What follows belongs to an exercise in optimizing a design on an open flow for small area and a short achievable clock period; a production flow would make more cautious choices. Function was checked by simulation only, so behaviour that the tests miss may differ from the original.

File: design/flow/config.mk
export PLATFORM = sky130hd
export DESIGN_NAME = DCT_one_dimensional
export DESIGN_NICKNAME = DCT_one_dimensional
export VERILOG_FILES = /design/flow/design.v
export SDC_FILE = /design/flow/constraint.sdc
export NUM_CORES = 4
export LEC_CHECK = 0
export ABC_AREA = 1
export CAP_MARGIN = 20
export CORE_MARGIN = 2
export CORE_UTILIZATION = 40
export CTS_BUF_LIST = sky130_fd_sc_hd__clkbuf_8 sky130_fd_sc_hd__clkbuf_16
export CTS_CLUSTER_DIAMETER = 100
export CTS_CLUSTER_SIZE = 25
export SETUP_SLACK_MARGIN = 2.6
export SLEW_MARGIN = 20
File: design/flow/constraint.sdc
create_clock -name core_clock -period 5.0 [get_ports {sys_clk}]
set_input_delay 1.0000 -clock core_clock [delete_from_list [all_inputs] [get_ports {sys_clk}]]
set_output_delay 1.0000 -clock core_clock [all_outputs]
set_load 0.01 [all_outputs]
File: design/flow/design.v
module DA_z0
(
    input   wire            sys_clk ,
    input   wire    [15:0]  h_lo    ,    
    input   wire    [15:0]  h_hi    ,    
    input   wire            last    ,    
    input   wire            clr     ,
    output  wire    [11:0]  z
);
wire    [11:0]  ra  ;
wire    [11:0]  rb  ;
assign  ra[ 0] = 1'b0;
assign  ra[ 1] = h_lo[1] | h_lo[2] | h_lo[4] | h_lo[7] | h_lo[8] | h_lo[11] | h_lo[13] | h_lo[14];
assign  ra[ 2] = h_lo[3] | h_lo[5] | h_lo[6] | h_lo[7] | h_lo[9] | h_lo[10] | h_lo[11] | h_lo[12] | h_lo[13] | h_lo[14];
assign  ra[ 3] = h_lo[1] | h_lo[2] | h_lo[4] | h_lo[7] | h_lo[8] | h_lo[11] | h_lo[13] | h_lo[14] | h_lo[15];
assign  ra[ 4] = h_lo[3] | h_lo[5] | h_lo[6] | h_lo[7] | h_lo[9] | h_lo[10] | h_lo[11] | h_lo[12] | h_lo[13] | h_lo[14];
assign  ra[ 5] = h_lo[1] | h_lo[2] | h_lo[4] | h_lo[7] | h_lo[8] | h_lo[11] | h_lo[13] | h_lo[14] | h_lo[15];
assign  ra[ 6] = h_lo[1] | h_lo[2] | h_lo[3] | h_lo[4] | h_lo[5] | h_lo[6] | h_lo[8] | h_lo[9] | h_lo[10] | h_lo[12];
assign  ra[ 7] = h_lo[3] | h_lo[5] | h_lo[6] | h_lo[9] | h_lo[10] | h_lo[12] | h_lo[15];
assign  ra[ 8] = h_lo[1] | h_lo[2] | h_lo[4] | h_lo[8] | h_lo[15];
assign  ra[ 9] = h_lo[3] | h_lo[5] | h_lo[6] | h_lo[9] | h_lo[10] | h_lo[12];
assign  ra[10] = h_lo[7] | h_lo[11] | h_lo[13] | h_lo[14] | h_lo[15];
assign  ra[11] = 1'b0;
wire    [4:0]   pc  ;    
assign  pc[0] = h_hi[0];
assign  pc[1] = h_hi[1] | h_hi[2] | h_hi[4] | h_hi[8];
assign  pc[2] = h_hi[3] | h_hi[5] | h_hi[6] | h_hi[9] | h_hi[10] | h_hi[12];
assign  pc[3] = h_hi[7] | h_hi[11] | h_hi[13] | h_hi[14];
assign  pc[4] = h_hi[15];
wire    [4:0]   pc_p = pc & {5{~last}};
wire    [4:0]   pc_n = pc & {5{last}};
assign  rb[ 0] = 1'b0;
assign  rb[ 1] = pc[1] | pc[3];
assign  rb[ 2] = pc[2] | pc[3];
assign  rb[ 3] = pc_p[1] | pc_p[3] | pc_p[4] | pc_n[0] | pc_n[2];
assign  rb[ 4] = pc[3] | pc_p[2] | pc_n[0];
assign  rb[ 5] = pc_p[1] | pc_p[3] | pc_p[4] | pc_n[2];
assign  rb[ 6] = pc[1] | pc_p[2] | pc_n[0];
assign  rb[ 7] = pc_p[2] | pc_p[4] | pc_n[1] | pc_n[3];
assign  rb[ 8] = pc[1] | pc_p[4] | pc_n[2];
assign  rb[ 9] = pc_p[2] | pc_n[0] | pc_n[1] | pc_n[3];
assign  rb[10] = pc[3] | pc_p[4] | pc_n[2];
assign  rb[11] = pc_n[0] | pc_n[1] | pc_n[2] | pc_n[3];
wire    [13:0]  vn  = {{2{ra[11]}}, ra} + {rb[11], rb, 1'b0};
reg     [13:0]  v   ;
reg     [11:0]  acc ;
reg     [1:0]   low ;
wire    [13:0]  sum = {{2{acc[11]}}, acc} + v;
always @(posedge sys_clk) begin
    v   <= vn[13:0];
    acc <= sum[13:2] & {12{~clr}};
    low <= sum[1:0];
end
assign z = {acc[9:0], low};
endmodule
module DA_z1
(
    input   wire            sys_clk ,
    input   wire    [15:0]  h_lo    ,    
    input   wire    [15:0]  h_hi    ,    
    input   wire            last    ,    
    input   wire            clr     ,
    output  wire    [11:0]  z
);
wire    [11:0]  ra  ;
wire    [11:0]  rb  ;
assign  ra[ 0] = 1'b0;
assign  ra[ 1] = h_lo[1] | h_lo[2] | h_lo[5] | h_lo[6] | h_lo[9] | h_lo[10] | h_lo[13] | h_lo[14];
assign  ra[ 2] = h_lo[1] | h_lo[4] | h_lo[6] | h_lo[7] | h_lo[8] | h_lo[10] | h_lo[11] | h_lo[13];
assign  ra[ 3] = h_lo[2] | h_lo[4] | h_lo[7] | h_lo[9] | h_lo[10] | h_lo[14];
assign  ra[ 4] = h_lo[1] | h_lo[4] | h_lo[5] | h_lo[7] | h_lo[9] | h_lo[13];
assign  ra[ 5] = h_lo[1] | h_lo[2] | h_lo[3] | h_lo[7] | h_lo[8] | h_lo[13] | h_lo[14] | h_lo[15];
assign  ra[ 6] = h_lo[1] | h_lo[6] | h_lo[8] | h_lo[9] | h_lo[13];
assign  ra[ 7] = h_lo[1] | h_lo[2] | h_lo[3] | h_lo[6] | h_lo[7] | h_lo[12];
assign  ra[ 8] = h_lo[1] | h_lo[2] | h_lo[3] | h_lo[4] | h_lo[5] | h_lo[12] | h_lo[13] | h_lo[14] | h_lo[15];
assign  ra[ 9] = h_lo[3] | h_lo[5] | h_lo[6] | h_lo[9] | h_lo[10] | h_lo[13] | h_lo[14];
assign  ra[10] = h_lo[7] | h_lo[11] | h_lo[15];
assign  ra[11] = 1'b0;
assign  rb[ 0] = 1'b0;
assign  rb[ 1] = h_hi[1] | h_hi[2] | h_hi[5] | h_hi[6] | h_hi[9] | h_hi[10] | h_hi[13] | h_hi[14];
assign  rb[ 2] = h_hi[1] | h_hi[4] | h_hi[6] | h_hi[7] | h_hi[8] | h_hi[10] | h_hi[11] | h_hi[13];
assign  rb[ 3] = h_hi[2] | h_hi[4] | h_hi[7] | h_hi[9] | h_hi[10] | h_hi[14];
assign  rb[ 4] = h_hi[1] | h_hi[4] | h_hi[5] | h_hi[7] | h_hi[9] | h_hi[13];
assign  rb[ 5] = last ? (h_hi[0] | h_hi[4] | h_hi[5] | h_hi[6] | h_hi[9] | h_hi[10] | h_hi[11] | h_hi[12]) : (h_hi[1] | h_hi[2] | h_hi[3] | h_hi[7] | h_hi[8] | h_hi[13] | h_hi[14] | h_hi[15]);
assign  rb[ 6] = last ? (h_hi[0] | h_hi[1] | h_hi[4] | h_hi[5] | h_hi[8] | h_hi[10] | h_hi[11] | h_hi[12] | h_hi[13]) : (h_hi[1] | h_hi[6] | h_hi[8] | h_hi[9] | h_hi[13]);
assign  rb[ 7] = last ? (h_hi[0] | h_hi[1] | h_hi[2] | h_hi[3] | h_hi[4] | h_hi[5] | h_hi[6] | h_hi[7] | h_hi[10] | h_hi[11]) : (h_hi[1] | h_hi[2] | h_hi[3] | h_hi[6] | h_hi[7] | h_hi[12]);
assign  rb[ 8] = last ? (h_hi[4] | h_hi[5] | h_hi[6] | h_hi[7] | h_hi[8] | h_hi[9]) : (h_hi[1] | h_hi[2] | h_hi[3] | h_hi[4] | h_hi[5] | h_hi[12] | h_hi[13] | h_hi[14] | h_hi[15]);
assign  rb[ 9] = last ? (h_hi[0] | h_hi[3] | h_hi[4] | h_hi[7] | h_hi[8] | h_hi[11] | h_hi[13] | h_hi[14]) : (h_hi[3] | h_hi[5] | h_hi[6] | h_hi[9] | h_hi[10] | h_hi[13] | h_hi[14]);
assign  rb[10] = last ? (h_hi[1] | h_hi[2] | h_hi[3] | h_hi[5] | h_hi[6] | h_hi[7] | h_hi[9] | h_hi[10] | h_hi[11] | h_hi[12] | h_hi[13] | h_hi[14]) : (h_hi[7] | h_hi[11] | h_hi[15]);
assign  rb[11] = last ? (h_hi[0] | h_hi[1] | h_hi[2] | h_hi[3] | h_hi[4] | h_hi[5] | h_hi[6] | h_hi[7] | h_hi[8] | h_hi[9] | h_hi[10] | h_hi[11] | h_hi[12] | h_hi[13] | h_hi[14]) : (1'b0);
wire    [13:0]  vn  = {{2{ra[11]}}, ra} + {rb[11], rb, 1'b0};
reg     [12:0]  v   ;
reg     [11:0]  acc ;
reg     [1:0]   low ;
wire    [13:0]  sum = {{2{acc[11]}}, acc} + {{1{v[12]}}, v};
always @(posedge sys_clk) begin
    v   <= vn[12:0];
    acc <= sum[13:2] & {12{~clr}};
    low <= sum[1:0];
end
assign z = {acc[9:0], low};
endmodule
module DA_z2
(
    input   wire            sys_clk ,
    input   wire    [15:0]  h_lo    ,    
    input   wire    [15:0]  h_hi    ,    
    input   wire            clr     ,
    output  wire    [11:0]  z
);
wire    [11:0]  ra  ;
wire    [11:0]  rb  ;
assign  ra[ 0] = h_lo[1] | h_lo[3] | h_lo[5] | h_lo[7] | h_lo[8] | h_lo[10] | h_lo[12] | h_lo[14];
assign  ra[ 1] = h_lo[8] | h_lo[10] | h_lo[12] | h_lo[14];
assign  ra[ 2] = h_lo[2] | h_lo[3] | h_lo[4] | h_lo[5] | h_lo[8] | h_lo[11] | h_lo[13] | h_lo[14];
assign  ra[ 3] = h_lo[1] | h_lo[3] | h_lo[4] | h_lo[7] | h_lo[10] | h_lo[13];
assign  ra[ 4] = h_lo[1] | h_lo[3] | h_lo[4] | h_lo[5] | h_lo[7] | h_lo[13];
assign  ra[ 5] = h_lo[4] | h_lo[8] | h_lo[10] | h_lo[12] | h_lo[13] | h_lo[14];
assign  ra[ 6] = h_lo[1] | h_lo[2] | h_lo[7] | h_lo[10] | h_lo[11] | h_lo[12];
assign  ra[ 7] = h_lo[1] | h_lo[2] | h_lo[3] | h_lo[7] | h_lo[10] | h_lo[11];
assign  ra[ 8] = h_lo[1] | h_lo[4] | h_lo[5] | h_lo[7] | h_lo[12] | h_lo[13];
assign  ra[ 9] = h_lo[3] | h_lo[4] | h_lo[8] | h_lo[10] | h_lo[13] | h_lo[14];
assign  ra[10] = h_lo[4] | h_lo[8] | h_lo[10] | h_lo[12] | h_lo[13] | h_lo[14];
assign  ra[11] = h_lo[4] | h_lo[8] | h_lo[10] | h_lo[12] | h_lo[13] | h_lo[14];
assign  rb[ 0] = h_hi[1] | h_hi[3] | h_hi[5] | h_hi[7] | h_hi[8] | h_hi[10] | h_hi[12] | h_hi[14];
assign  rb[ 1] = h_hi[8] | h_hi[10] | h_hi[12] | h_hi[14];
assign  rb[ 2] = h_hi[2] | h_hi[3] | h_hi[4] | h_hi[5] | h_hi[8] | h_hi[11] | h_hi[13] | h_hi[14];
assign  rb[ 3] = h_hi[1] | h_hi[3] | h_hi[4] | h_hi[7] | h_hi[10] | h_hi[13];
assign  rb[ 4] = h_hi[1] | h_hi[3] | h_hi[4] | h_hi[5] | h_hi[7] | h_hi[13];
assign  rb[ 5] = h_hi[4] | h_hi[8] | h_hi[10] | h_hi[12] | h_hi[13] | h_hi[14];
assign  rb[ 6] = h_hi[1] | h_hi[2] | h_hi[7] | h_hi[10] | h_hi[11] | h_hi[12];
assign  rb[ 7] = h_hi[1] | h_hi[2] | h_hi[3] | h_hi[7] | h_hi[10] | h_hi[11];
assign  rb[ 8] = h_hi[1] | h_hi[4] | h_hi[5] | h_hi[7] | h_hi[12] | h_hi[13];
assign  rb[ 9] = h_hi[3] | h_hi[4] | h_hi[8] | h_hi[10] | h_hi[13] | h_hi[14];
assign  rb[10] = h_hi[4] | h_hi[8] | h_hi[10] | h_hi[12] | h_hi[13] | h_hi[14];
assign  rb[11] = h_hi[4] | h_hi[8] | h_hi[10] | h_hi[12] | h_hi[13] | h_hi[14];
wire    [13:0]  vn  = {{2{ra[11]}}, ra} + {rb[11], rb, 1'b0};
reg     [11:0]  v   ;
reg     [10:0]  acc ;
reg     [1:0]   low ;
wire    [12:0]  sum = {{2{acc[10]}}, acc} + {{1{v[11]}}, v};
always @(posedge sys_clk) begin
    v   <= vn[11:0];
    acc <= sum[12:2] & {11{~clr}};
    low <= sum[1:0];
end
assign z = {acc[9:0], low};
endmodule
module DA_z3
(
    input   wire            sys_clk ,
    input   wire    [15:0]  h_lo    ,    
    input   wire    [15:0]  h_hi    ,    
    input   wire            last    ,    
    input   wire            clr     ,
    output  wire    [11:0]  z
);
wire    [11:0]  ra  ;
wire    [11:0]  rb  ;
assign  ra[ 0] = 1'b0;
assign  ra[ 1] = h_lo[1] | h_lo[3] | h_lo[4] | h_lo[6] | h_lo[9] | h_lo[11] | h_lo[12] | h_lo[14];
assign  ra[ 2] = h_lo[2] | h_lo[3] | h_lo[5] | h_lo[6] | h_lo[8] | h_lo[9] | h_lo[12] | h_lo[15];
assign  ra[ 3] = h_lo[1] | h_lo[2] | h_lo[4] | h_lo[9] | h_lo[11] | h_lo[12] | h_lo[13] | h_lo[14];
assign  ra[ 4] = h_lo[2] | h_lo[5] | h_lo[7] | h_lo[13] | h_lo[15];
assign  ra[ 5] = h_lo[1] | h_lo[5] | h_lo[6] | h_lo[8] | h_lo[11] | h_lo[12] | h_lo[15];
assign  ra[ 6] = h_lo[3] | h_lo[7] | h_lo[8] | h_lo[12];
assign  ra[ 7] = h_lo[1] | h_lo[2] | h_lo[5] | h_lo[6] | h_lo[8] | h_lo[9] | h_lo[10] | h_lo[12] | h_lo[13] | h_lo[14];
assign  ra[ 8] = h_lo[1] | h_lo[2] | h_lo[3] | h_lo[5] | h_lo[6] | h_lo[7];
assign  ra[ 9] = h_lo[2] | h_lo[4] | h_lo[5] | h_lo[7] | h_lo[8] | h_lo[10] | h_lo[13] | h_lo[15];
assign  ra[10] = h_lo[2] | h_lo[4] | h_lo[5] | h_lo[6] | h_lo[7] | h_lo[8] | h_lo[10] | h_lo[12] | h_lo[13] | h_lo[14] | h_lo[15];
assign  ra[11] = h_lo[2] | h_lo[4] | h_lo[5] | h_lo[6] | h_lo[7] | h_lo[8] | h_lo[10] | h_lo[12] | h_lo[13] | h_lo[14] | h_lo[15];
assign  rb[ 0] = 1'b0;
assign  rb[ 1] = h_hi[1] | h_hi[3] | h_hi[4] | h_hi[6] | h_hi[9] | h_hi[11] | h_hi[12] | h_hi[14];
assign  rb[ 2] = last ? (h_hi[0] | h_hi[1] | h_hi[4] | h_hi[7] | h_hi[10] | h_hi[11] | h_hi[13] | h_hi[14]) : (h_hi[2] | h_hi[3] | h_hi[5] | h_hi[6] | h_hi[8] | h_hi[9] | h_hi[12] | h_hi[15]);
assign  rb[ 3] = last ? (h_hi[0] | h_hi[2] | h_hi[7] | h_hi[9] | h_hi[10] | h_hi[12]) : (h_hi[1] | h_hi[2] | h_hi[4] | h_hi[9] | h_hi[11] | h_hi[12] | h_hi[13] | h_hi[14]);
assign  rb[ 4] = last ? (h_hi[1] | h_hi[3] | h_hi[4] | h_hi[6] | h_hi[7] | h_hi[8] | h_hi[9] | h_hi[11] | h_hi[12] | h_hi[14]) : (h_hi[2] | h_hi[5] | h_hi[7] | h_hi[13] | h_hi[15]);
assign  rb[ 5] = last ? (h_hi[1] | h_hi[2] | h_hi[6] | h_hi[8] | h_hi[11] | h_hi[12] | h_hi[13]) : (h_hi[1] | h_hi[5] | h_hi[6] | h_hi[8] | h_hi[11] | h_hi[12] | h_hi[15]);
assign  rb[ 6] = last ? (h_hi[0] | h_hi[1] | h_hi[2] | h_hi[4] | h_hi[6] | h_hi[9] | h_hi[10] | h_hi[11] | h_hi[13] | h_hi[14]) : (h_hi[3] | h_hi[7] | h_hi[8] | h_hi[12]);
assign  rb[ 7] = last ? (h_hi[0] | h_hi[4] | h_hi[5] | h_hi[8] | h_hi[11] | h_hi[12]) : (h_hi[1] | h_hi[2] | h_hi[5] | h_hi[6] | h_hi[8] | h_hi[9] | h_hi[10] | h_hi[12] | h_hi[13] | h_hi[14]);
assign  rb[ 8] = last ? (h_hi[0] | h_hi[1] | h_hi[2] | h_hi[3] | h_hi[4] | h_hi[5] | h_hi[6] | h_hi[7] | h_hi[11]) : (h_hi[1] | h_hi[2] | h_hi[3] | h_hi[5] | h_hi[6] | h_hi[7]);
assign  rb[ 9] = last ? (h_hi[1] | h_hi[3] | h_hi[4] | h_hi[6] | h_hi[9] | h_hi[12] | h_hi[14]) : (h_hi[2] | h_hi[4] | h_hi[5] | h_hi[7] | h_hi[8] | h_hi[10] | h_hi[13] | h_hi[15]);
assign  rb[10] = last ? (h_hi[4] | h_hi[6] | h_hi[12] | h_hi[14]) : (h_hi[2] | h_hi[4] | h_hi[5] | h_hi[6] | h_hi[7] | h_hi[8] | h_hi[10] | h_hi[12] | h_hi[13] | h_hi[14] | h_hi[15]);
assign  rb[11] = last ? (h_hi[4] | h_hi[6] | h_hi[12] | h_hi[14]) : (h_hi[2] | h_hi[4] | h_hi[5] | h_hi[6] | h_hi[7] | h_hi[8] | h_hi[10] | h_hi[12] | h_hi[13] | h_hi[14] | h_hi[15]);
wire    [13:0]  vn  = {{2{ra[11]}}, ra} + {rb[11], rb, 1'b0};
reg     [12:0]  v   ;
reg     [10:0]  acc ;
reg     [1:0]   low ;
wire    [12:0]  sum = {{2{acc[10]}}, acc} + v;
always @(posedge sys_clk) begin
    v   <= vn[12:0];
    acc <= sum[12:2] & {11{~clr}};
    low <= sum[1:0];
end
assign z = {acc[9:0], low};
endmodule
module DA_z4
(
    input   wire            sys_clk ,
    input   wire    [15:0]  h_lo    ,    
    input   wire    [15:0]  h_hi    ,    
    input   wire            clr     ,
    output  wire    [11:0]  z
);
wire    [11:0]  ra  ;
wire    [11:0]  rb  ;
assign  ra[ 0] = 1'b0;
assign  ra[ 1] = h_lo[1] | h_lo[2] | h_lo[4] | h_lo[7] | h_lo[8] | h_lo[11] | h_lo[13] | h_lo[14];
assign  ra[ 2] = h_lo[2] | h_lo[4] | h_lo[6] | h_lo[7] | h_lo[9] | h_lo[14];
assign  ra[ 3] = h_lo[1] | h_lo[6] | h_lo[8] | h_lo[11] | h_lo[13];
assign  ra[ 4] = h_lo[2] | h_lo[4] | h_lo[7] | h_lo[9] | h_lo[14];
assign  ra[ 5] = h_lo[1] | h_lo[6] | h_lo[8] | h_lo[11] | h_lo[13];
assign  ra[ 6] = h_lo[1] | h_lo[8] | h_lo[9] | h_lo[11] | h_lo[13];
assign  ra[ 7] = h_lo[2] | h_lo[4] | h_lo[7] | h_lo[9] | h_lo[14];
assign  ra[ 8] = h_lo[1] | h_lo[6] | h_lo[8] | h_lo[11] | h_lo[13];
assign  ra[ 9] = h_lo[2] | h_lo[4] | h_lo[7] | h_lo[9] | h_lo[14];
assign  ra[10] = h_lo[2] | h_lo[4] | h_lo[6] | h_lo[7] | h_lo[14];
assign  ra[11] = h_lo[2] | h_lo[4] | h_lo[6] | h_lo[7] | h_lo[14];
assign  rb[ 0] = 1'b0;
assign  rb[ 1] = h_hi[1] | h_hi[2] | h_hi[4] | h_hi[7] | h_hi[8] | h_hi[11] | h_hi[13] | h_hi[14];
assign  rb[ 2] = h_hi[2] | h_hi[4] | h_hi[6] | h_hi[7] | h_hi[9] | h_hi[14];
assign  rb[ 3] = h_hi[1] | h_hi[6] | h_hi[8] | h_hi[11] | h_hi[13];
assign  rb[ 4] = h_hi[2] | h_hi[4] | h_hi[7] | h_hi[9] | h_hi[14];
assign  rb[ 5] = h_hi[1] | h_hi[6] | h_hi[8] | h_hi[11] | h_hi[13];
assign  rb[ 6] = h_hi[1] | h_hi[8] | h_hi[9] | h_hi[11] | h_hi[13];
assign  rb[ 7] = h_hi[2] | h_hi[4] | h_hi[7] | h_hi[9] | h_hi[14];
assign  rb[ 8] = h_hi[1] | h_hi[6] | h_hi[8] | h_hi[11] | h_hi[13];
assign  rb[ 9] = h_hi[2] | h_hi[4] | h_hi[7] | h_hi[9] | h_hi[14];
assign  rb[10] = h_hi[2] | h_hi[4] | h_hi[6] | h_hi[7] | h_hi[14];
assign  rb[11] = h_hi[2] | h_hi[4] | h_hi[6] | h_hi[7] | h_hi[14];
wire    [13:0]  vn  = {{2{ra[11]}}, ra} + {rb[11], rb, 1'b0};
reg     [12:0]  v   ;
reg     [10:0]  acc ;
reg     [1:0]   low ;
wire    [12:0]  sum = {{2{acc[10]}}, acc} + v;
always @(posedge sys_clk) begin
    v   <= vn[12:0];
    acc <= sum[12:2] & {11{~clr}};
    low <= sum[1:0];
end
assign z = {acc[9:0], low};
endmodule
module DA_z5
(
    input   wire            sys_clk ,
    input   wire    [15:0]  h_lo    ,    
    input   wire    [15:0]  h_hi    ,    
    input   wire            last    ,    
    input   wire            clr     ,
    output  wire    [11:0]  z
);
wire    [11:0]  ra  ;
wire    [11:0]  rb  ;
assign  ra[ 0] = 1'b0;
assign  ra[ 1] = h_lo[2] | h_lo[3] | h_lo[6] | h_lo[7] | h_lo[8] | h_lo[9] | h_lo[12] | h_lo[13];
assign  ra[ 2] = h_lo[1] | h_lo[3] | h_lo[4] | h_lo[6] | h_lo[9] | h_lo[10] | h_lo[12] | h_lo[15];
assign  ra[ 3] = h_lo[1] | h_lo[2] | h_lo[6] | h_lo[7] | h_lo[8] | h_lo[12] | h_lo[13] | h_lo[14];
assign  ra[ 4] = h_lo[1] | h_lo[10] | h_lo[11] | h_lo[14] | h_lo[15];
assign  ra[ 5] = h_lo[3] | h_lo[4] | h_lo[6] | h_lo[8] | h_lo[10] | h_lo[13] | h_lo[15];
assign  ra[ 6] = h_lo[4] | h_lo[6] | h_lo[9] | h_lo[11];
assign  ra[ 7] = h_lo[5] | h_lo[7] | h_lo[8] | h_lo[9] | h_lo[10] | h_lo[11];
assign  ra[ 8] = h_lo[1] | h_lo[3] | h_lo[5] | h_lo[7] | h_lo[8] | h_lo[10] | h_lo[13] | h_lo[15];
assign  ra[ 9] = h_lo[2] | h_lo[3] | h_lo[6] | h_lo[7] | h_lo[9] | h_lo[10] | h_lo[12] | h_lo[13];
assign  ra[10] = h_lo[2] | h_lo[3] | h_lo[6] | h_lo[7] | h_lo[10];
assign  ra[11] = h_lo[2] | h_lo[3] | h_lo[6] | h_lo[7] | h_lo[10];
assign  rb[ 0] = 1'b0;
assign  rb[ 1] = h_hi[2] | h_hi[3] | h_hi[6] | h_hi[7] | h_hi[8] | h_hi[9] | h_hi[12] | h_hi[13];
assign  rb[ 2] = last ? (h_hi[0] | h_hi[2] | h_hi[5] | h_hi[7] | h_hi[8] | h_hi[11] | h_hi[13] | h_hi[14]) : (h_hi[1] | h_hi[3] | h_hi[4] | h_hi[6] | h_hi[9] | h_hi[10] | h_hi[12] | h_hi[15]);
assign  rb[ 3] = last ? (h_hi[0] | h_hi[1] | h_hi[5] | h_hi[6] | h_hi[11] | h_hi[12]) : (h_hi[1] | h_hi[2] | h_hi[6] | h_hi[7] | h_hi[8] | h_hi[12] | h_hi[13] | h_hi[14]);
assign  rb[ 4] = last ? (h_hi[2] | h_hi[3] | h_hi[4] | h_hi[6] | h_hi[7] | h_hi[8] | h_hi[9] | h_hi[11] | h_hi[12] | h_hi[13]) : (h_hi[1] | h_hi[10] | h_hi[11] | h_hi[14] | h_hi[15]);
assign  rb[ 5] = last ? (h_hi[1] | h_hi[3] | h_hi[4] | h_hi[6] | h_hi[8] | h_hi[13] | h_hi[14]) : (h_hi[3] | h_hi[4] | h_hi[6] | h_hi[8] | h_hi[10] | h_hi[13] | h_hi[15]);
assign  rb[ 6] = last ? (h_hi[0] | h_hi[1] | h_hi[2] | h_hi[3] | h_hi[5] | h_hi[7] | h_hi[8] | h_hi[12] | h_hi[13] | h_hi[14]) : (h_hi[4] | h_hi[6] | h_hi[9] | h_hi[11]);
assign  rb[ 7] = last ? (h_hi[0] | h_hi[1] | h_hi[2] | h_hi[3] | h_hi[9] | h_hi[10] | h_hi[11] | h_hi[12] | h_hi[13] | h_hi[14]) : (h_hi[5] | h_hi[7] | h_hi[8] | h_hi[9] | h_hi[10] | h_hi[11]);
assign  rb[ 8] = last ? (h_hi[1] | h_hi[3] | h_hi[4] | h_hi[6] | h_hi[9] | h_hi[11] | h_hi[13]) : (h_hi[1] | h_hi[3] | h_hi[5] | h_hi[7] | h_hi[8] | h_hi[10] | h_hi[13] | h_hi[15]);
assign  rb[ 9] = last ? (h_hi[0] | h_hi[1] | h_hi[4] | h_hi[7] | h_hi[10] | h_hi[11] | h_hi[14]) : (h_hi[2] | h_hi[3] | h_hi[6] | h_hi[7] | h_hi[9] | h_hi[10] | h_hi[12] | h_hi[13]);
assign  rb[10] = last ? (h_hi[0] | h_hi[1] | h_hi[2] | h_hi[3] | h_hi[4] | h_hi[6] | h_hi[7] | h_hi[10] | h_hi[11] | h_hi[14]) : (h_hi[2] | h_hi[3] | h_hi[6] | h_hi[7] | h_hi[10]);
assign  rb[11] = last ? (h_hi[0] | h_hi[1] | h_hi[2] | h_hi[3] | h_hi[4] | h_hi[6] | h_hi[7] | h_hi[10] | h_hi[11] | h_hi[14]) : (h_hi[2] | h_hi[3] | h_hi[6] | h_hi[7] | h_hi[10]);
wire    [13:0]  vn  = {{2{ra[11]}}, ra} + {rb[11], rb, 1'b0};
reg     [12:0]  v   ;
reg     [10:0]  acc ;
reg     [1:0]   low ;
wire    [12:0]  sum = {{2{acc[10]}}, acc} + v;
always @(posedge sys_clk) begin
    v   <= vn[12:0];
    acc <= sum[12:2] & {11{~clr}};
    low <= sum[1:0];
end
assign z = {acc[9:0], low};
endmodule
module DA_z6
(
    input   wire            sys_clk ,
    input   wire    [15:0]  h_lo    ,    
    input   wire    [15:0]  h_hi    ,    
    input   wire            clr     ,
    output  wire    [11:0]  z
);
wire    [11:0]  ra  ;
wire    [11:0]  rb  ;
assign  ra[ 0] = h_lo[2] | h_lo[3] | h_lo[4] | h_lo[5] | h_lo[10] | h_lo[11] | h_lo[12] | h_lo[13];
assign  ra[ 1] = h_lo[2] | h_lo[3] | h_lo[10] | h_lo[11];
assign  ra[ 2] = h_lo[1] | h_lo[2] | h_lo[5] | h_lo[7] | h_lo[8] | h_lo[11] | h_lo[12] | h_lo[14];
assign  ra[ 3] = h_lo[3] | h_lo[4] | h_lo[5] | h_lo[8] | h_lo[13] | h_lo[14];
assign  ra[ 4] = h_lo[4] | h_lo[5] | h_lo[8] | h_lo[12] | h_lo[13] | h_lo[14];
assign  ra[ 5] = h_lo[2] | h_lo[3] | h_lo[8] | h_lo[10] | h_lo[11] | h_lo[14];
assign  ra[ 6] = h_lo[1] | h_lo[3] | h_lo[4] | h_lo[7] | h_lo[10] | h_lo[13];
assign  ra[ 7] = h_lo[1] | h_lo[3] | h_lo[4] | h_lo[5] | h_lo[7] | h_lo[13];
assign  ra[ 8] = h_lo[4] | h_lo[8] | h_lo[10] | h_lo[12] | h_lo[13] | h_lo[14];
assign  ra[ 9] = h_lo[2] | h_lo[3] | h_lo[5] | h_lo[8] | h_lo[11] | h_lo[14];
assign  ra[10] = h_lo[2] | h_lo[3] | h_lo[8] | h_lo[10] | h_lo[11] | h_lo[14];
assign  ra[11] = h_lo[2] | h_lo[3] | h_lo[8] | h_lo[10] | h_lo[11] | h_lo[14];
assign  rb[ 0] = h_hi[2] | h_hi[3] | h_hi[4] | h_hi[5] | h_hi[10] | h_hi[11] | h_hi[12] | h_hi[13];
assign  rb[ 1] = h_hi[2] | h_hi[3] | h_hi[10] | h_hi[11];
assign  rb[ 2] = h_hi[1] | h_hi[2] | h_hi[5] | h_hi[7] | h_hi[8] | h_hi[11] | h_hi[12] | h_hi[14];
assign  rb[ 3] = h_hi[3] | h_hi[4] | h_hi[5] | h_hi[8] | h_hi[13] | h_hi[14];
assign  rb[ 4] = h_hi[4] | h_hi[5] | h_hi[8] | h_hi[12] | h_hi[13] | h_hi[14];
assign  rb[ 5] = h_hi[2] | h_hi[3] | h_hi[8] | h_hi[10] | h_hi[11] | h_hi[14];
assign  rb[ 6] = h_hi[1] | h_hi[3] | h_hi[4] | h_hi[7] | h_hi[10] | h_hi[13];
assign  rb[ 7] = h_hi[1] | h_hi[3] | h_hi[4] | h_hi[5] | h_hi[7] | h_hi[13];
assign  rb[ 8] = h_hi[4] | h_hi[8] | h_hi[10] | h_hi[12] | h_hi[13] | h_hi[14];
assign  rb[ 9] = h_hi[2] | h_hi[3] | h_hi[5] | h_hi[8] | h_hi[11] | h_hi[14];
assign  rb[10] = h_hi[2] | h_hi[3] | h_hi[8] | h_hi[10] | h_hi[11] | h_hi[14];
assign  rb[11] = h_hi[2] | h_hi[3] | h_hi[8] | h_hi[10] | h_hi[11] | h_hi[14];
wire    [13:0]  vn  = {{2{ra[11]}}, ra} + {rb[11], rb, 1'b0};
reg     [11:0]  v   ;
reg     [10:0]  acc ;
reg     [1:0]   low ;
wire    [12:0]  sum = {{2{acc[10]}}, acc} + {{1{v[11]}}, v};
always @(posedge sys_clk) begin
    v   <= vn[11:0];
    acc <= sum[12:2] & {11{~clr}};
    low <= sum[1:0];
end
assign z = {acc[9:0], low};
endmodule
module DA_z7
(
    input   wire            sys_clk ,
    input   wire    [15:0]  h_lo    ,    
    input   wire    [15:0]  h_hi    ,    
    input   wire            last    ,    
    input   wire            clr     ,
    output  wire    [11:0]  z
);
wire    [11:0]  ra  ;
wire    [11:0]  rb  ;
assign  ra[ 0] = 1'b0;
assign  ra[ 1] = h_lo[4] | h_lo[5] | h_lo[6] | h_lo[7] | h_lo[8] | h_lo[9] | h_lo[10] | h_lo[11];
assign  ra[ 2] = h_lo[1] | h_lo[2] | h_lo[5] | h_lo[6] | h_lo[9] | h_lo[10] | h_lo[12] | h_lo[15];
assign  ra[ 3] = h_lo[3] | h_lo[4] | h_lo[5] | h_lo[6] | h_lo[8] | h_lo[9] | h_lo[10] | h_lo[13] | h_lo[14] | h_lo[15];
assign  ra[ 4] = h_lo[7] | h_lo[11] | h_lo[12] | h_lo[13] | h_lo[14] | h_lo[15];
assign  ra[ 5] = h_lo[1] | h_lo[2] | h_lo[4] | h_lo[7] | h_lo[9] | h_lo[10] | h_lo[12] | h_lo[15];
assign  ra[ 6] = h_lo[1] | h_lo[2] | h_lo[3] | h_lo[7] | h_lo[9] | h_lo[10] | h_lo[11] | h_lo[15];
assign  ra[ 7] = h_lo[2] | h_lo[4] | h_lo[6] | h_lo[7] | h_lo[10] | h_lo[12] | h_lo[14] | h_lo[15];
assign  ra[ 8] = h_lo[3] | h_lo[4] | h_lo[11] | h_lo[12];
assign  ra[ 9] = h_lo[2] | h_lo[3] | h_lo[5] | h_lo[8] | h_lo[9] | h_lo[12] | h_lo[14] | h_lo[15];
assign  ra[10] = h_lo[2] | h_lo[3] | h_lo[8] | h_lo[9] | h_lo[10] | h_lo[11] | h_lo[12] | h_lo[14] | h_lo[15];
assign  ra[11] = h_lo[2] | h_lo[3] | h_lo[8] | h_lo[9] | h_lo[10] | h_lo[11] | h_lo[12] | h_lo[14] | h_lo[15];
assign  rb[ 0] = 1'b0;
assign  rb[ 1] = h_hi[4] | h_hi[5] | h_hi[6] | h_hi[7] | h_hi[8] | h_hi[9] | h_hi[10] | h_hi[11];
assign  rb[ 2] = last ? (h_hi[0] | h_hi[3] | h_hi[4] | h_hi[7] | h_hi[8] | h_hi[11] | h_hi[13] | h_hi[14]) : (h_hi[1] | h_hi[2] | h_hi[5] | h_hi[6] | h_hi[9] | h_hi[10] | h_hi[12] | h_hi[15]);
assign  rb[ 3] = last ? (h_hi[1] | h_hi[2] | h_hi[3] | h_hi[4] | h_hi[8] | h_hi[12] | h_hi[13] | h_hi[14]) : (h_hi[3] | h_hi[4] | h_hi[5] | h_hi[6] | h_hi[8] | h_hi[9] | h_hi[10] | h_hi[13] | h_hi[14] | h_hi[15]);
assign  rb[ 4] = last ? (h_hi[5] | h_hi[6] | h_hi[7] | h_hi[9] | h_hi[10] | h_hi[11] | h_hi[12] | h_hi[13] | h_hi[14]) : (h_hi[7] | h_hi[11] | h_hi[12] | h_hi[13] | h_hi[14] | h_hi[15]);
assign  rb[ 5] = last ? (h_hi[1] | h_hi[2] | h_hi[4] | h_hi[7] | h_hi[9] | h_hi[10] | h_hi[12]) : (h_hi[1] | h_hi[2] | h_hi[4] | h_hi[7] | h_hi[9] | h_hi[10] | h_hi[12] | h_hi[15]);
assign  rb[ 6] = last ? (h_hi[1] | h_hi[2] | h_hi[3] | h_hi[7] | h_hi[9] | h_hi[10] | h_hi[11]) : (h_hi[1] | h_hi[2] | h_hi[3] | h_hi[7] | h_hi[9] | h_hi[10] | h_hi[11] | h_hi[15]);
assign  rb[ 7] = last ? (h_hi[2] | h_hi[4] | h_hi[6] | h_hi[7] | h_hi[10] | h_hi[12] | h_hi[14]) : (h_hi[2] | h_hi[4] | h_hi[6] | h_hi[7] | h_hi[10] | h_hi[12] | h_hi[14] | h_hi[15]);
assign  rb[ 8] = last ? (h_hi[0] | h_hi[1] | h_hi[2] | h_hi[5] | h_hi[6] | h_hi[7] | h_hi[8] | h_hi[9] | h_hi[10] | h_hi[13] | h_hi[14]) : (h_hi[3] | h_hi[4] | h_hi[11] | h_hi[12]);
assign  rb[ 9] = last ? (h_hi[2] | h_hi[4] | h_hi[5] | h_hi[8] | h_hi[9] | h_hi[11] | h_hi[14]) : (h_hi[2] | h_hi[3] | h_hi[5] | h_hi[8] | h_hi[9] | h_hi[12] | h_hi[14] | h_hi[15]);
assign  rb[10] = last ? (h_hi[2] | h_hi[8] | h_hi[9] | h_hi[10] | h_hi[11] | h_hi[14]) : (h_hi[2] | h_hi[3] | h_hi[8] | h_hi[9] | h_hi[10] | h_hi[11] | h_hi[12] | h_hi[14] | h_hi[15]);
assign  rb[11] = last ? (h_hi[2] | h_hi[8] | h_hi[9] | h_hi[10] | h_hi[11] | h_hi[14]) : (h_hi[2] | h_hi[3] | h_hi[8] | h_hi[9] | h_hi[10] | h_hi[11] | h_hi[12] | h_hi[14] | h_hi[15]);
wire    [13:0]  vn  = {{2{ra[11]}}, ra} + {rb[11], rb, 1'b0};
reg     [12:0]  v   ;
reg     [10:0]  acc ;
reg     [1:0]   low ;
wire    [12:0]  sum = {{2{acc[10]}}, acc} + v;
always @(posedge sys_clk) begin
    v   <= vn[12:0];
    acc <= sum[12:2] & {11{~clr}};
    low <= sum[1:0];
end
assign z = {acc[9:0], low};
endmodule
module DCT_one_dimensional
(
    input   wire                    sys_clk         ,
    input   wire                    sys_rst_n       ,
    input   wire                    start           ,
    input   wire            [95:0]  DCT_data_in     ,
    output  wire    signed  [11:0]  DCT_data_o_z0   ,
    output  wire    signed  [11:0]  DCT_data_o_z1   ,
    output  wire    signed  [11:0]  DCT_data_o_z2   ,
    output  wire    signed  [11:0]  DCT_data_o_z3   ,
    output  wire    signed  [11:0]  DCT_data_o_z4   ,
    output  wire    signed  [11:0]  DCT_data_o_z5   ,
    output  wire    signed  [11:0]  DCT_data_o_z6   ,
    output  wire    signed  [11:0]  DCT_data_o_z7   ,
    output  wire                    data_en
);
reg     [9:1]   st      ;
always @(posedge sys_clk or negedge sys_rst_n)
    if (sys_rst_n == 1'b0)
        st <= 9'd0;
    else
        st <= {st[8:1], start};
assign data_en = st[9];
reg             busy    ;
always @(posedge sys_clk or negedge sys_rst_n)
    if (sys_rst_n == 1'b0)
        busy <= 1'b0;
    else if (start == 1'b1)
        busy <= 1'b1;
    else if (st[5] == 1'b1)
        busy <= 1'b0;
wire    b_last  = st[6];
wire    r_last  = st[7];
wire    a_clr   = st[2];
reg     [95:0]  xs      ;
wire    [95:0]  xs_nxt  ;
genvar          gi, gj;
generate
    for (gi = 0; gi < 8; gi = gi + 1) begin : g_smp
        for (gj = 0; gj < 12; gj = gj + 1) begin : g_bit
            if (gj >= 10) begin : g_top
                assign xs_nxt[12*gi+gj] = DCT_data_in[12*gi+gj];
            end else begin : g_shf
                assign xs_nxt[12*gi+gj] = busy ? xs[12*gi+gj+2] : DCT_data_in[12*gi+gj];
            end
        end
    end
endgenerate
always @(posedge sys_clk)
    xs <= xs_nxt;
reg     [3:0]   ce, cd  ;        
wire    [3:0]   ce_n, cd_n, el_n, eh_n, dl_n, dh_n;
generate
    for (gi = 0; gi < 4; gi = gi + 1) begin : g_bfly
        wire a0 = xs[12*gi];
        wire a1 = xs[12*gi+1];
        wire b0 = xs[12*(7-gi)];
        wire b1 = xs[12*(7-gi)+1] ^ b_last;
        wire n0 = ~xs[12*(7-gi)];
        wire n1 = ~xs[12*(7-gi)+1] ^ b_last;
        wire ec0 = ce[gi];
        wire es0 = a0 ^ b0 ^ ec0;
        wire ec1 = (a0 & b0) | (a0 & ec0) | (b0 & ec0);
        wire es1 = a1 ^ b1 ^ ec1;
        wire ec2 = (a1 & b1) | (a1 & ec1) | (b1 & ec1);
        wire dc0 = cd[gi];
        wire ds0 = a0 ^ n0 ^ dc0;
        wire dc1 = (a0 & n0) | (a0 & dc0) | (n0 & dc0);
        wire ds1 = a1 ^ n1 ^ dc1;
        wire dc2 = (a1 & n1) | (a1 & dc1) | (n1 & dc1);
        assign ce_n[gi] = busy & ec2;
        assign cd_n[gi] = ~busy | dc2;
        assign el_n[gi] = es0;
        assign eh_n[gi] = es1;
        assign dl_n[gi] = ds0;
        assign dh_n[gi] = ds1;
    end
endgenerate
reg     [15:0]  oel, oeh, odl, odh;
always @(posedge sys_clk) begin
    ce    <= ce_n;
    cd    <= cd_n;
    oel   <= 16'd1 << el_n;
    odl   <= 16'd1 << dl_n;
    oeh   <= 16'd1 << eh_n;
    odh   <= 16'd1 << dh_n;
end
DA_z0 DA_z0_inst (.sys_clk(sys_clk), .h_lo(oel), .h_hi(oeh), .last(r_last),            .clr(a_clr), .z(DCT_data_o_z0));
DA_z1 DA_z1_inst (.sys_clk(sys_clk), .h_lo(odl), .h_hi(odh), .last(r_last),            .clr(a_clr), .z(DCT_data_o_z1));
DA_z2 DA_z2_inst (.sys_clk(sys_clk), .h_lo(oel), .h_hi(oeh),                            .clr(a_clr), .z(DCT_data_o_z2));
DA_z3 DA_z3_inst (.sys_clk(sys_clk), .h_lo(odl), .h_hi(odh), .last(r_last),            .clr(a_clr), .z(DCT_data_o_z3));
DA_z4 DA_z4_inst (.sys_clk(sys_clk), .h_lo(oel), .h_hi(oeh),                            .clr(a_clr), .z(DCT_data_o_z4));
DA_z5 DA_z5_inst (.sys_clk(sys_clk), .h_lo(odl), .h_hi(odh), .last(r_last),            .clr(a_clr), .z(DCT_data_o_z5));
DA_z6 DA_z6_inst (.sys_clk(sys_clk), .h_lo(oel), .h_hi(oeh),                            .clr(a_clr), .z(DCT_data_o_z6));
DA_z7 DA_z7_inst (.sys_clk(sys_clk), .h_lo(odl), .h_hi(odh), .last(r_last),            .clr(a_clr), .z(DCT_data_o_z7));
endmodule
File: design/flow/flow/run.sh
#!/bin/bash
# The standard layout, with the I/O port buffers made from plain buffers
# (sky130_fd_sc_hd__buf_1) instead of the delay-cell buffers buffer_ports
# picks by default. Every port still gets its buffer.
set -euo pipefail
export BUFFER_PORTS_ARGS="-buffer_cell sky130_fd_sc_hd__buf_1"
bash standard.sh > standard.log 2>&1
File: design/flow/standard.sh
#!/bin/bash
# synth_recipe.tcl (not shown) runs the flow's synth.tcl, then flattens the netlist and writes it again
# the make line also repeats each setting of config.mk as NAME=value (left out here)
make -C /OpenROAD-flow-scripts/flow DESIGN_CONFIG=/design/flow/config.mk WORK_HOME=/design/flow/orfs CLKGATE_MAP_FILE= SYNTH_SCRIPT=/design/flow/synth_recipe.tcl "${@:-finish}"
==> run summary, run 1 <==
- Outcome: timing/DRC/antenna clean
- YS warnings: 9
- Worst-path cell chain: buf_4 > buf_4 > nand3_2 > inv_1 > a41oi_2 > ha_1 > inv_1 > o21ai_1 > nand2_1 > nand3_1 > nand2_1 > nand2_1 > nand2_1
- Hold Path Class: flop to flop
- Met2 Track Usage GR: 0.300
- Finish-stage setup viols: 0
- Slew headroom: 0.444
- CTS root buffer: clkbuf_16
- Sequential standard cell area: 7660 sq um
- Worst-path fanout max: 6
- Via count: 18400
- TritonCTS clock tree: yes
- Tightest Pin Transition: 0.834 ns
- Clock Tree Buf Depth: 3
- Drt drc: 0
- RSZ-0062 raised after global routing: yes
- Total CTS buffers: 22
- Total track usage: 0.191
- Area leader, netlist: dfxtp_1
- CTS clk-pin slew, worst paths: 0.10 ns
- CP startpoint kind: flop
- Std-Cell Rows: 84
- PortBufs: 195
- Most frequent CP cell: nand2_1
- CP Capture Type: flop
- EDFF count, synth: 0
- Gate count of the mapped netlist: 2974
- GRT Residual Overflow: 0
- Slowest cell on the critical path: dfrtp_4
- Sink Count: 378
- Util after Layout: 0.452
- Synth Net Count: 3271
- Fin nets: 3400
- TritonRoute pass-1 iters: 8
- Main synth FF type: dfxtp_1
- Largest stage delay on the critical path: 0.51 ns
- Post-Syn Area: 21400 sq um
- Initial drt markers: 1114
- CORE AREA: 52700 sq um
- Syn-to-layout area delta: 11.6%
- Clk latency of the worst-skew pair: 0.56 ns
- Mapped Avg Cell Area: a little over 7 sq um
- Final clock skew: 0.0189 ns
- Worst EP arrival: 2.80 ns
- Largest net degree at the start of global routing: between 80 and 90
- Tcrit/Tclk final: 0.465
- Crit path required time: around 5.5 ns
- Setup TNS: 0 ns
- Die height: approximately 240 um
- RePlAce Congestion: 1.01
- Setup CP Type: flop to flop
- Die W: around 240 um
- Initial Util: 0.406
- Antenna Cells: 0
- Vias in the first global route: 17200
- M1 GR Usage: 0.265
- Final Slew Violations: 0
- Most common cell after layout, fill and taps aside: nand2_1
- WHS Path Cells: 0
- Final WL: 54600 um
- Min Tclk post-route: 2.32 ns
- Achievable Freq: 430 MHz
- Post-DP HPWL: between 40000 and 50000 um
- Reg2reg path depth: 13
- IO Pins: 196
- Final Hold Viols: 0
- Post-route ant nets: 0
- Vias per cell: 4.85
- Synth top area share: 0.345
- DR WL/cell: 14.4 um
- Ys async rst share: 0.0265
- Area of the multi-input gates: 12200 sq um
- Count of cell types in the netlist: 51
- Die area: between 50000 and 60000 sq um
- Sequential share of the synthesized area: 0.357
- Fillers: 5395
- Synth area leaders: dfxtp_1 (34%), nand2_1 (15%), ha_1 (9.7%)
- Layout cells sized above 1: 0.0851
- Initial antenna violation count: 0
- Most frequent cells in the layout: nand2_1 (853), dfxtp_1 (349), inv_1 (329)
- Post-synthesis sequential element count: ~380
- Reg-to-reg setup timing slack: about 2.7 ns
- Met3 Usage GRT: 0.0356
- Most Crowded Layer GR: met2
- Max-Cap Viols: 0
- Post-CTS Hold Fix Bufs: 0
- Depth of the CTS H-tree: 1
- First-pass GRT wire length: 87600 um
-- per-layer routing --
metal | wire length [um] | part of all wire
met1 | 26200 | 0.48
met2 | 23200 | 0.43
met3 | 3400 | 0.062
met4 | 1750 | 0.032
met5 | 0 | 0
-- layout make-up --
class,count,area share
multi-input cells,2114,0.511
flip-flops and latches,378,0.322
inverters,358,0.0570
repair buffers,229,0.0429
well taps,688,0.0361
clock buffers,23,0.0242
clock inverters,13,0.00735
-- flip-flops by register name (all words and copies together), names as in the netlist, 12 cells and up --
register	flops
DA_z6_inst.v	12
DA_z3_inst.v	12
DA_z5_inst.v	12
xs	96
odh	16
DA_z2_inst.v	12
oeh	16
odl	15
DA_z1_inst.v	12
DA_z7_inst.v	12
oel	15
DA_z0_inst.acc	12
DA_z1_inst.acc	12
DA_z0_inst.v	13
-- worst max-delay path, delay by kind of cell (launching register included) --
kind,cells,cell delay (ns)
AOI/OAI and AO/OA,2,0.40
adders and majority gates,1,0.37
buffers and inverters,4,0.49
DFF,1,0.51
and+or+nand+nor,6,0.46
-- kinds of logic (layout without fill, tap and decap cells) --
group,after synthesis,after routing,synth area share
AND/OR/NAND/NOR,1603,1603,0.318
buffers and inverters,482,623,0.101
flip-flops,378,378,0.357
AO/OA/AOI/OAI,221,221,0.0586
adder cells (fa/ha/maj),198,198,0.127
XOR/XNOR,92,92,0.0377
-- metrics by stage --
step	hold slack, ns	setup WS, ns	cells	area [sq um]
global route	0.363	2.50	3803	23800
finish	0.353	2.68	3803	23800
CTS	0.354	2.59	3787	23200
floorplan	0.331	2.76	2974	21400
detailed placement	0.333	1.78	3737	22200
global placement	0.331	1.81	3737	22200
-- cell usage after synthesis, types with 3 or more instances --
cell type  count
a21boi_1       3
a21o_1         8
a21oi_1      128
a31oi_1        8
a32oi_1        3
a41oi_1        3
buf_2         17
buf_4         82
buf_6          3
clkbuf_1      22
dfrtp_1       10
dfxtp_1      368
fa_1          32
ha_1         166
inv_1        333
inv_2         23
nand2_1      864
nand2_2        6
nand3_1      231
nand3_2        3
nand3b_1       3
nand4_1       50
nor2_1       340
nor2_2        11
nor2_4         7
nor3_1        49
nor3_2         4
nor3b_1        3
nor3b_2        5
nor4_1        16
o21ai_0       30
o21ai_1        9
o21bai_1      20
or2_2          4
xnor2_1       20
xor2_1        72
-- timing repair --
action / in CTS / in global routing
setup buffers: 14 / 16
endpoints found under the hold margin: 0 / 0
pin swaps: 3 / 30
resized for setup: 44 / 123
endpoints found under the setup margin: 47 / 51
-- worst paths after layout --
path                                        start                end
max in group asynchronous               sys_rst_n              st[7]
worst min-delay path            DA_z4_inst.acc[0]  DA_z4_inst.low[0]
min in group asynchronous               sys_rst_n              st[6]
worst max register to register              st[7]   DA_z3_inst.v[12]
worst max-delay path                        st[7]   DA_z3_inst.v[12]
worst min register to register  DA_z4_inst.acc[0]  DA_z4_inst.low[0]
==> run 2: changes to the inputs <==
--- a/design/flow/config.mk
+++ b/design/flow/config.mk
@@ -6,11 +6,11 @@
 export NUM_CORES = 4
 export LEC_CHECK = 0
 export ABC_AREA = 1
-export CAP_MARGIN = 20
+export CAP_MARGIN = 5
 export CORE_MARGIN = 2
 export CORE_UTILIZATION = 40
 export CTS_BUF_LIST = sky130_fd_sc_hd__clkbuf_8 sky130_fd_sc_hd__clkbuf_16
 export CTS_CLUSTER_DIAMETER = 100
 export CTS_CLUSTER_SIZE = 25
 export SETUP_SLACK_MARGIN = 2.6
-export SLEW_MARGIN = 20
+export SLEW_MARGIN = 5
==> run 2 against run 1 <==
  * Non-clock buffer count unchanged
  * Wire length unchanged
  * Sequential cell count unchanged
  * Critical path type unchanged
  * Still clean on timing, DRC and antenna
  * Setup slack unchanged
  * Sequential share of layout area unchanged
  * Clock skew unchanged
  * Design area unchanged
==> run summary, run 2 <==
- Synth top area share: 0.345
- Achievable Freq: 430 MHz
- Depth of the CTS H-tree: 1
- Final clock skew: 0.0189 ns
- Max reg flops: 96
- Clk latency of the worst-skew pair: 0.56 ns
- Tightest Pin Transition: 0.834 ns
- Final Slew Violations: 0
- Initial antenna violation count: 0
- RePlAce Congestion: 1.01
- Finish-stage setup viols: 0
- Cell with the most instances after synthesis: nand2_1
- Most frequent cells in the layout: nand2_1 (853), dfxtp_1 (349), inv_1 (329)
- Initial drt markers: approximately 1100
- Drt drc: 0
- First-pass GRT wire length: slightly below 90000 um
- Hold Path Class: flop to flop
- Post-DP HPWL: 42600 um
- Sequential share of the synthesized area: 0.357
- Gate count of the mapped netlist: a little under 3000
- Die height: 235 um
- Layout cells sized above 1: 0.0851
- Slew headroom: 0.444
- Vias in the first global route: 17200
- TritonRoute pass-1 iters: 8
- Crit path required time: 5.48 ns
- Clock Tree Buf Depth: 3
- GRT Residual Overflow: 0
- DR WL/cell: 14.4 um
- Placed insts: 3737
- Main synth FF type: dfxtp_1
- IO Pins: 196
- Max-Cap Viols: 0
- Largest net degree at the start of global routing: between 80 and 90
- Mapped Avg Cell Area: 7.18 sq um
- Worst EP arrival: between 2 and 3 ns
- Setup CP Type: flop to flop
- Die W: 235 um
- Setup TNS: 0 ns
- Count of cell types in the netlist: 51
- Synth Net Count: 3271
- CP Capture Type: flop
- Ys async rst share: 0.0265
- Post-synthesis sequential element count: roughly 380
- CTS clk-pin slew, worst paths: 0.10 ns
- Worst-path fanout max: 6
- Post-Syn Area: 21400 sq um
- Min Tclk post-route: approximately 2.3 ns
- Outcome: timing/DRC/antenna clean
- Total CTS buffers: 22
- Fin nets: 3400
- YS warnings: 9
- Die area: 55300 sq um
- Area leader, netlist: dfxtp_1
- Non-filler cells, final: about 3800
- Total track usage: 0.191
- PortBufs: slightly below 200
- Largest regs: xs x96, odh x16, oeh x16
- Fillers: 5395
- Synth area leaders: dfxtp_1 (34%), nand2_1 (15%), ha_1 (9.7%)
- Final Hold Viols: 0
- Final WL: 54600 um
- Most common cell after layout, fill and taps aside: nand2_1
- Via count: 18400
- Biggest register: xs
- CORE AREA: 52700 sq um
- Post-CTS Hold Fix Bufs: 0
- CTS root buffer: clkbuf_16
- Initial Util: 0.406
- Antenna Cells: 0
- Post-route ant nets: 0
- EDFF count, synth: 0
- Std-Cell Rows: 84
- RSZ-0062 raised after global routing: yes
- Vias per cell: 4.85
- Syn-to-layout area delta: 11.6%
- Synth cell count leaders: nand2_1 (864), dfxtp_1 (368), nor2_1 (340)
- Tcrit/Tclk final: 0.465
- Sink Count: approximately 380
- CP startpoint kind: flop
- TritonCTS clock tree: yes
[run 2: cell counts in the layout (fill, tap and decap cells not counted)]
Identical to the previous run, type by type.
[run 2: critical path, stage by stage, from the launching register on]
cell	delay [ns]
dfrtp_4	0.51
buf_4	0.17
buf_4	0.12
nand3_2	0.11
inv_1	0.12
a41oi_2	0.16
ha_1	0.37
inv_1	0.08
o21ai_1	0.24
nand2_1	0.08
nand3_1	0.12
nand2_1	0.06
nand2_1	0.05
nand2_1	0.04
[run 2: layout make-up]
class / instances / area, sq um / share of cell area
Clock buffer: 23 / 576 / 0.0242
Clock inverter: 13 / 175 / 0.00735
Inverter: 358 / 1360 / 0.0570
Multi-Input combinational cell: 2114 / 12200 / 0.511
Sequential cell: 378 / 7660 / 0.322
Tap cell: 688 / 861 / 0.0361
Timing Repair Buffer: 229 / 1020 / 0.0429
[run 2: per-stage QoR]
stage                     hold WS [ns]  utilization  instance area, sq um  worst slack, ns
after global routing             0.363        0.452                 23800             2.50
after floorplan                  0.331            -                 21400             2.76
after global placement           0.331        0.421                 22200             1.81
after CTS                        0.354        0.440                 23200             2.59
after detailed placement         0.333        0.421                 22200             1.78
final                            0.353        0.452                 23800             2.68
[run 2: worst paths after layout]
kind | from | end | slack (ns) | cells after the start
min in group asynchronous | sys_rst_n | st[6] | 0.39 | 1
hold / removal | DA_z4_inst.acc[0] | DA_z4_inst.low[0] | 0.35 | 0
hold reg to reg | DA_z4_inst.acc[0] | DA_z4_inst.low[0] | 0.35 | 0
setup reg to reg | st[7] | DA_z3_inst.v[12] | 2.68 | 13
setup / recovery | st[7] | DA_z3_inst.v[12] | 2.68 | 13
max in group asynchronous | sys_rst_n | st[7] | 4.17 | 1
[run 2: cell families (layout without fill, tap and decap cells)]
logic type,after synthesis,count (layout),share of synthesized area
AOI/OAI and AO/OA,221,221,0.0586
xor gates and xnor gates,92,92,0.0377
adders and majority gates,198,198,0.127
buffers and inverters,482,623,0.101
DFF,378,378,0.357
and+or+nand+nor,1603,1603,0.318
[run 2: timing repair]
action	4_1_cts	5_1_grt
resized for setup	44	123
pin swaps	3	30
endpoints found under the setup margin	47	51
setup buffers	14	16
[run 2: layer usage]
metal,routed length [um],GRT usage,vias up
li1,-,-,9660
met1,26200,0.265,8098
met2,23200,0.300,547
met3,3400,0.0356,127
met4,1750,0.0564,0
met5,0,0,-
==> run 3: changes to the inputs <==
--- a/design/flow/config.mk
+++ b/design/flow/config.mk
@@ -6,11 +6,11 @@
 export NUM_CORES = 4
 export LEC_CHECK = 0
 export ABC_AREA = 1
-export CAP_MARGIN = 5
+export CAP_MARGIN = 20
 export CORE_MARGIN = 2
 export CORE_UTILIZATION = 40
 export CTS_BUF_LIST = sky130_fd_sc_hd__clkbuf_8 sky130_fd_sc_hd__clkbuf_16
 export CTS_CLUSTER_DIAMETER = 100
-export CTS_CLUSTER_SIZE = 25
+export CTS_CLUSTER_SIZE = 28
 export SETUP_SLACK_MARGIN = 2.6
-export SLEW_MARGIN = 5
+export SLEW_MARGIN = 20
==> run 3 against run 2 <==
  * Still clean
  * Maximum frequency barely moved
  * Hold slack about the same
  * First-iteration DRC count did not move
  * Critical path type unchanged
==> run summary, run 3 <==
- Vias in the first global route: between 15000 and 20000
- Synth cell count leaders: nand2_1 (864), dfxtp_1 (368), nor2_1 (340)
- YS warnings: 9
- Post-CTS Hold Fix Bufs: 0
- Setup CP Type: flop to flop
- Count of cell types in the netlist: 51
- TritonRoute pass-1 iters: 8
- Largest net degree at the start of global routing: 87
- RePlAce Congestion: about 1.0
- PortBufs: 195
- CP Capture Type: flop
- Depth of the CTS H-tree: 1
- Max reg flops: 96
- Die height: 235 um
- Worst EP arrival: 2.77 ns
- Synth Net Count: 3271
- Tcrit/Tclk final: 0.465
- CORE AREA: 52700 sq um
- RSZ-0062 raised after global routing: yes
- Most frequent cells in the layout: nand2_1 (856), dfxtp_1 (348), inv_1 (329)
- Post-synthesis sequential element count: around 380
- Initial Util: 0.406
- Area leader, netlist: dfxtp_1
- Crit path required time: 5.45 ns
- Initial antenna violation count: 0
- CTS clk-pin slew, worst paths: 0.11 ns
- Final WL: 54500 um
- First-pass GRT wire length: slightly below 90000 um
- Initial drt markers: 1114
- TritonCTS clock tree: yes
- Die W: about 240 um
- Ys async rst share: 0.0265
- Max-Cap Viols: 0
- Slowest cell on the critical path: fa_2
- CTS root buffer: clkbuf_16
- Fillers: 5406
- Std-Cell Rows: 84
- Slew headroom: 0.449
- Reg-to-reg setup timing slack: ~2.7 ns
- Cell with the most instances after synthesis: nand2_1
- EDFF count, synth: 0
- Final worst hold slack: between 0.3 and 0.4 ns
- Tightest Pin Transition: just over 0.8 ns
- Post-DP HPWL: 42600 um
- Worst-path fanout max: 5
- Post-Syn Area: 21400 sq um
- Final Slew Violations: 0
- Via count: 18400
- Clock Tree Buf Depth: 3
- Min Tclk post-route: 2.32 ns
- Gate count of the mapped netlist: 2974
- Most common cell after layout, fill and taps aside: nand2_1
- Achievable Freq: 431 MHz
- Worst-path cell chain: inv_4 > nand2_4 > nor2_4 > inv_2 > nor3_4 > nand3_2 > ha_2 > fa_2 > nand3_1 > nand2_2 > nand3_1 > nand3_1 > xor2_1
- Final clock skew: 0.0302 ns
- GRT Residual Overflow: 0
- Place WS: ~1.8 ns
- Most frequent CP cell: nand3_1
- Biggest register: xs
- Syn-to-layout area delta: 10.9%
- Area of the multi-input gates: 12100 sq um
- Total CTS buffers: 20
- Finish-stage setup viols: 0
- CP startpoint kind: flop
- Synth area leaders: dfxtp_1 (34%), nand2_1 (15%), ha_1 (9.7%)
- Mapped Avg Cell Area: approximately 7.2 sq um
- Die area: 55300 sq um
- Largest stage delay on the critical path: 0.40 ns
- Vias per cell: 4.85
- Layout cells sized above 1: 0.0832
- Largest regs: xs x96, odh x16, oeh x16
- Outcome: timing/DRC/antenna clean
- Final Hold Viols: 0
- Setup TNS: 0 ns
- Setup slack after layout: roughly 2.7 ns
- Synth top area share: 0.345
- Drt drc: 0
- Total track usage: 0.190
- IO Pins: about 200
- Hold Path Class: flop to flop
- Sequential standard cell area: about 7700 sq um
- Clk latency of the worst-skew pair: 0.56 ns
- DR WL/cell: 14.3 um
- Antenna Cells: 0
- Post-route ant nets: 0
- Sink Count: 378
- Delay-heaviest family, CP: simple AND/OR/NAND/NOR gates
- Fin nets: between 3000 and 4000
- Crit path buf inv count: 2
- Main synth FF type: dfxtp_1
- Sequential share of the synthesized area: 0.357
run 3: cell counts after synthesis:
Identical to the previous run, type by type.
run 3: path summary, 6_finish.rpt:
path / end / from / cells after the start
max: DA_z3_inst.v[10] / odh[6] / 13
max reg2reg: DA_z3_inst.v[10] / odh[6] / 13
min reg2reg: DA_z4_inst.low[0] / DA_z4_inst.acc[0] / 0
min: DA_z4_inst.low[0] / DA_z4_inst.acc[0] / 0
max in group asynchronous: st[7] / sys_rst_n / 1
min in group asynchronous: st[7] / sys_rst_n / 1
run 3: logic make-up after synthesis:
logic type	count (synthesis)	synth area share
AND/OR/NAND/NOR	1603	0.318
adder cells (fa/ha/maj)	198	0.127
XOR/XNOR	92	0.0377
AO/OA/AOI/OAI	221	0.0586
flip-flops	378	0.357
buffers and inverters	482	0.101
run 3: area by class of cell:
cell class | count | area share
Timing Repair Buffer | 229 | 0.0426
Clock inverter | 11 | 0.00534
Sequential cell | 378 | 0.324
Inverter | 358 | 0.0572
Tap cell | 688 | 0.0364
Multi-Input combinational cell | 2114 | 0.512
Clock buffer | 23 | 0.0234
run 3: what timing repair did:
| action | CTS | global route |
|---|---|---|
| setup buffers | 14 | 16 |
| resized for setup | 42 | 113 |
| pin swaps | 5 | 27 |
| endpoints found under the setup margin | 49 | 52 |
run 3: per-stage QoR:
step | cells | area (sq um) | util
2_1_floorplan | 2974 | 21400 | -
3_3_place_gp | 3737 | 22200 | 0.421
3_5_place_dp | 3737 | 22200 | 0.421
4_1_cts | 3785 | 23100 | 0.438
5_1_grt | 3801 | 23700 | 0.450
6_report | 3801 | 23700 | 0.450
run 3: routing by layer:
| metal | vias up | GRT usage | part of all wire | wire length (um) |
|---|---|---|---|---|
| met3 | 123 | 0.0357 | 0.063 | 3460 |
| met1 | 8087 | 0.264 | 0.48 | 26100 |
| met4 | 0 | 0.0572 | 0.031 | 1680 |
| li1 | 9662 | - | - | - |
| met5 | - | 0 | 0 | 0 |
| met2 | 565 | 0.300 | 0.43 | 23200 |

[re-timing with driven ports]
Ports are ideal in the flow. The routed layouts listed here were re-timed in OpenROAD. Step 1 sets driving cells, clkbuf_16 on the clock port and buf_2 on the other inputs (assumed; they add their load-dependent delay and slew). Step 2 times the ports against the registers' clock, not the clock port: input delays grow and output delays shrink by t, the midpoint of the rising clock arrivals with the driver on. a / b / c = ideal / step 1 / step 2; a / b = the first two.
run | t (ns) | slack for setup (ns) | latest minus earliest clock arrival (ns)
run 1 | 0.613 | 2.677 / 2.677 / 2.677 | 0.025 / 0.025
run 2 | 0.613 | 2.677 / 2.677 / 2.677 | 0.025 / 0.025
run 3 | 0.609 | 2.677 / 2.677 / 2.677 | 0.037 / 0.037
After both steps every run listed still meets setup and hold.
